This is an optimization exercise on Yosys and OpenROAD, whose aim is small area, a short achievable clock period and few clock cycles, not a production implementation.
Only simulation tests tie the RTL to the original design; equivalence was not proved.

==> flow/design.v, too long to show whole: its modules and the start of the top module <==
// module M1: 755 lines
// module m1_rca: 14 lines
// module m1_fa: 4 lines
// module m1_ha: 4 lines
module M1 (
   input  logic         Clock,
   input  logic         Resetn,
   input  logic         start,
   output logic         done,
   input  logic  [15:0] SRAM_read_data,
   output logic  [17:0] SRAM_address,
   output logic  [15:0] SRAM_write_data,
   output logic         SRAM_we_n
);
  // ...
==> flow/flow/run.sh <==
#!/bin/bash
set -euo pipefail
bash standard.sh SETUP_SLACK_MARGIN=10 finish > standard_make.log 2>&1
==> flow/standard.sh <==
#!/bin/bash
# synth_recipe.tcl (not shown) runs the flow's synth.tcl, then flattens the netlist and writes it again
# the make line also repeats each setting of config.mk as NAME=value (left out here)
make -C /OpenROAD-flow-scripts/flow DESIGN_CONFIG=/design/flow/config.mk WORK_HOME=/design/flow/orfs CLKGATE_MAP_FILE= SYNTH_SCRIPT=/design/flow/synth_recipe.tcl "${@:-finish}"
==> flow/config.mk <==
export PLATFORM = sky130hd
export DESIGN_NAME = M1
export DESIGN_NICKNAME = M1
export VERILOG_FILES = /design/flow/design.v
export SDC_FILE = /design/flow/constraint.sdc
export NUM_CORES = 4
export LEC_CHECK = 0
export ABC_CLOCK_PERIOD_IN_PS = 4000
export CAP_MARGIN = 20
export CORE_MARGIN = 2
export CORE_UTILIZATION = 75
export CTS_BUF_LIST = sky130_fd_sc_hd__clkbuf_4 sky130_fd_sc_hd__clkbuf_8
export SETUP_SLACK_MARGIN = 5
export SLEW_MARGIN = 20
export SYNTH_HIERARCHICAL = 1
==> flow/constraint.sdc <==
create_clock -name core_clock -period 14.0 [get_ports {Clock}]
set_input_delay 2.8000 -clock core_clock [delete_from_list [all_inputs] [get_ports {Clock}]]
set_output_delay 2.8000 -clock core_clock [all_outputs]
set_load 0.01 [all_outputs]
==> results.py, run 1 <==
metrics = {
    "run_status": {
        "outcome": "finished clean",
    },
    "global_route": {
        "track_usage_pct": 38.4,
        "grtUsageMet3_pct": 9.19,
    },
    "routing": {
        "post_drt_via_cell_ratio": 6.47,
    },
    "layout": {
        "largest_reg_flops": 152,
        "biggestCellCategory": "multi-input gates",
        "seq_area_share_pct": 38.7,
        "biggestRegsByFlops": "win: 152 flops, SRAM_address: 17 flops",
        "n_all_buffers": 99,
        "clk_share_pct": 5.48,
        "multiInputGateArea_sq_um": 14000,
        "inv_count": 259,
        "area_delta_synth_final_pct": 11.0,
    },
    "cts": {
        "hold_buffers": 0,
        "postCtsSetupRepairBufs": 9,
        "htree_num_levels": 3,
        "clock_sinks": 439,
    },
    "critical_path": {
        "critPathKind": "register to register",
        "crit_required_ns": 14.51,
        "worst_setup_path_end_kind": "register",
    },
    "synthesis": {
        "yosys.area.top_type": "edfxtp_1",
        "syn_area_per_cell_sq_um": 12.3,
        "yosys-top-cells-area": "edfxtp_1 28%, fa_1 22%, dfxtp_1 14%",
        "synth_top_family_by_area": "adder cells",
        "synthMostInstantiatedCell": "fa_1",
        "syn-instance-count": 2151,
        "synth_common_cells": "292 x fa_1, 254 x inv_1, 250 x edfxtp_1",
        "ys_warn_count": 9,
    },
    "run": {
        "drv_cap": 0,
    },
    "timing": {
        "period_minus_slack_ns": 4.02,
        "period_share_pct": 28.7,
    },
    "placement": {
        "dpl.cell_count": 2627,
    },
    "hold_path": {
        "min_from": "fs4[8]$_DFF_P_",
        "min_path_cells": 0,
    },
}
Testbench counts, summed over its fixed seeds: cycles 432,900.
==> run 2, diff against run 1 <==
--- a/flow/config.mk
+++ b/flow/config.mk
@@ -9,5 +9,5 @@
 export CAP_MARGIN = 20
 export CORE_MARGIN = 2
-export CORE_UTILIZATION = 75
+export CORE_UTILIZATION = 65
 export CTS_BUF_LIST = sky130_fd_sc_hd__clkbuf_4 sky130_fd_sc_hd__clkbuf_8
 export SETUP_SLACK_MARGIN = 5
==> results.py, run 2 <==
metrics = {
    "run_status": {
        "outcome": "finished clean",
    },
    "critical_path": {
        "crit_path_max_fanout": 1,
        "crit_chain": "inv_1 -> buf_2",
        "worst-path-buf-inv": 2,
        "max_stage_delay_ns": 0.37,
        "critPathArrivalTime_ns": 1.16,
        "crit_path_start_kind": "register",
        "crit_family": "flip-flops",
        "critPathKind": "register to output port",
        "crit_required_ns": 11.20,
        "worst_setup_path_end_kind": "output port",
        "cp_slowest_cell": "dfrtp_1",
    },
    "synthesis": {
        "synth_edf_count": 250,
        "yosys_register_bits": 439,
        "synth_top_family_by_area": "adder cells",
        "synth_ff_type": "edfxtp_1",
        "ys_warn_count": 9,
        "synthMostInstantiatedCell": "fa_1",
        "synthXorXnorAreaFrac_pct": 2.65,
        "synth_common_cells": "292 x fa_1, 254 x inv_1, 250 x edfxtp_1",
        "synthAdderAreaFrac_pct": 31.5,
        "ys_types": 85,
        "async_flop_share_pct": 0.911,
        "yosys.area.top_type": "edfxtp_1",
        "yosys-top-cells-area": "edfxtp_1 28%, fa_1 22%, dfxtp_1 14%",
        "synth_seq_area_share_pct": 42.8,
        "syn-instance-count": 2151,
        "synthSimpleGateAreaFrac_pct": 7.53,
        "yosysTopAreaCellShare_pct": 28.4,
        "synth_compound_gate_area_share_pct": 10.1,
        "syn_area_per_cell_sq_um": 12.3,
        "synth_area_sq_um": 26400,
        "muxShareOfSynthArea_pct": 0.800,
    },
    "cts": {
        "htree_num_levels": 3,
        "clkSlewWorstSetupHoldPaths_ns": 0.06,
        "insertion_delay_ns": 0.65,
        "cts_tree": "built",
        "root_buffer": "clkbuf_8",
        "tritoncts.num_buffers": 73,
        "clockBufferDepth": 3,
        "clock_sinks": 439,
    },
    "layout": {
        "nets": 2785,
        "final_cells": 2859,
        "fillers": 2682,
        "biggestRegsByFlops": "win: 152 flops, SRAM_address: 17 flops",
        "postLayoutCellArea_sq_um": 29300,
        "largest_reg_flops": 152,
        "final_common_cell": "fa_1",
        "drive_above_1_share_pct": 12.4,
        "regMostFlops": "win",
        "layout_common_cells": "283 x fa_1, 250 x edfxtp_1, 245 x inv_1",
        "antenna_cells": 0,
        "area_delta_synth_final_pct": 11.0,
    },
    "global_route": {
        "track_usage_pct": 31.0,
        "grt_pass1_wl_um": 97600,
        "grt_pass1_vias": 17557,
        "antenna_found_initial": 2,
        "gr-total-overflow": 0,
        "grt_max_degree": 83,
    },
    "routing": {
        "drc_errors": 0,
        "drt-pass1-iter-count": 6,
        "post_drt_via_cell_ratio": 5.95,
        "vias": 16999,
        "antenna_left": 0,
        "drt_iter0_drc": 1311,
        "routedWlPerCell_um": 21.8,
        "routed_wl_um": 62300,
    },
    "timing": {
        "finClkSkew_ns": 0.0405,
        "max_slew_margin_pct": 28.3,
        "hold_viol": 0,
        "period_share_pct": 28.3,
        "rsz0062_at_grt": "true",
        "setup_viol": 0,
        "final_max_slew_viol_count": 0,
        "fmax_mhz": 253,
        "tightest_slew_ns": 1.07,
        "holdWs_ns": 0.349,
        "tns_ns": 0,
        "period_minus_slack_ns": 3.96,
    },
    "placement": {
        "dpl.cell_count": 2693,
        "hpwlAfterDp_um": 46700,
        "gp_congestion": 0.907,
        "placed_cell_area_sq_um": 27500,
        "port_buffers": 54,
    },
    "hold_path": {
        "hp-class": "register to register",
    },
    "floorplan": {
        "die_area_sq_um": 42300,
        "start_util_pct": 66.2,
        "die_h_um": 206,
        "core_region_area_sq_um": 39900,
        "io_pins": 55,
        "rows": 73,
        "die-width_um": 206,
    },
    "run": {
        "drv_cap": 0,
    },
}
run 2: cell types whose count changed in the layout (fill, tap and decap cells not counted), sizes merged, moves of 2 or more:
cell,change
bufinv,-3
buf,+14
diode,-2
clkinv,+2
clkdlybuf4s15,-10
run 2: area by class of cell:
class | instances | area, sq um | area share, %
clock buffers | 107 | 1350 | 4.59
clock inverters | 25 | 267 | 0.908
flip-flops and latches | 439 | 11300 | 38.6
well taps | 525 | 657 | 2.24
multi-input cells | 1405 | 14000 | 47.7
inverters | 259 | 998 | 3.40
repair buffers | 99 | 729 | 2.49
run 2: logic make-up (layout without fill, tap and decap cells):
group	count (synthesis)	after routing
adders and majority gates	490	490
and+or+nand+nor	415	417
AOI/OAI and AO/OA	396	396
other	1	3
DFF	439	439
xor gates and xnor gates	79	79
buffers and inverters	311	490
muxes	20	20
run 2: routing by layer:
metal | track usage (%) | routed length, um | vias to the layer above
met3 | 6.27 | 4390 | 121
met2 | 51.6 | 30500 | 645
met1 | 41.1 | 25600 | 8519
met4 | 10.2 | 1870 | 0
met5 | 0 | 0 | -
li1 | - | - | 7714
run 2: final timing paths:
| path | from | depth (start not counted) | slack (ns) | endpoint |
|---|---|---|---|---|
| max in group asynchronous | Resetn | 1 | 11.46 | we_q$_DFF_PN0_ |
| max reg2reg | win[7][0]$_DFFE_PP_ | 8 | 10.05 | fs3[7]$_DFF_P_ |
| min in group asynchronous | Resetn | 1 | 2.37 | state[1]$_DFFE_PN0P_ |
| max | we_q$_DFF_PN0_ | 2 | 10.04 | SRAM_we_n |
| min | fs4[8]$_DFF_P_ | 0 | 0.35 | FqB[8]$_DFF_P_ |
| min reg2reg | fs4[8]$_DFF_P_ | 0 | 0.35 | FqB[8]$_DFF_P_ |
run 2: per-stage QoR:
step | worst slack, ns | utilization [%]
5_1_grt | 9.97 | 73.5
3_3_place_gp | 8.94 | 68.9
6_report | 10.04 | 73.5
3_5_place_dp | 9.19 | 68.9
4_1_cts | 9.98 | 73.0
2_1_floorplan | 10.04 | -
run 2: modules after synthesis, one instance, submodules excluded, a selection:
| module | flip-flops and latches | cells inside |
|---|---|---|
| m1_fa | 0 | 1 |
| m1_ha | 0 | 1 |
| M1 | 439 | 1831 |
run 2: timing repair:
action / in CTS / in global routing
endpoints found under the hold margin: 0 / 0
setup buffers: 9 / 23
cloned: 1 / 1
gates resized for setup: 163 / 24
hold buffers: 0 / 0
endpoints found under the setup margin: 141 / 110
pin swaps: 0 / 5

-- static timing again, ports no longer ideal --
How much do the figures lean on ideal ports? The routed layouts below were timed once more, with nothing changed but the port constraints. Step 1 sets driving cells, clkbuf_16 on the clock port and buf_2 on the other inputs (assumed; they add their load-dependent delay and slew). Step 2 moves the port delays by t, midway between the first and last clock arrival at a register: inputs arrive t later, outputs are due t later. That takes back most of the time a late clock gives input paths. Three values: ideal, step 1, step 2; two values: the first two.
run | t, ns | slack for setup (ns) | worst hold slack (ns) | latest minus earliest clock arrival (ns)
run 1 | 0.675 | 9.978 / 9.978 / 9.458 | 0.365 / 0.365 / 0.365 | 0.037 / 0.036
run 2 | 0.678 | 10.042 / 9.989 / 9.395 | 0.349 / 0.349 / 0.349 | 0.041 / 0.042
After both steps setup and hold are still met in every run listed. The setup slack of run 2, which loses most, moves by -0.053 ns with the drivers and by -0.647 ns with both steps.
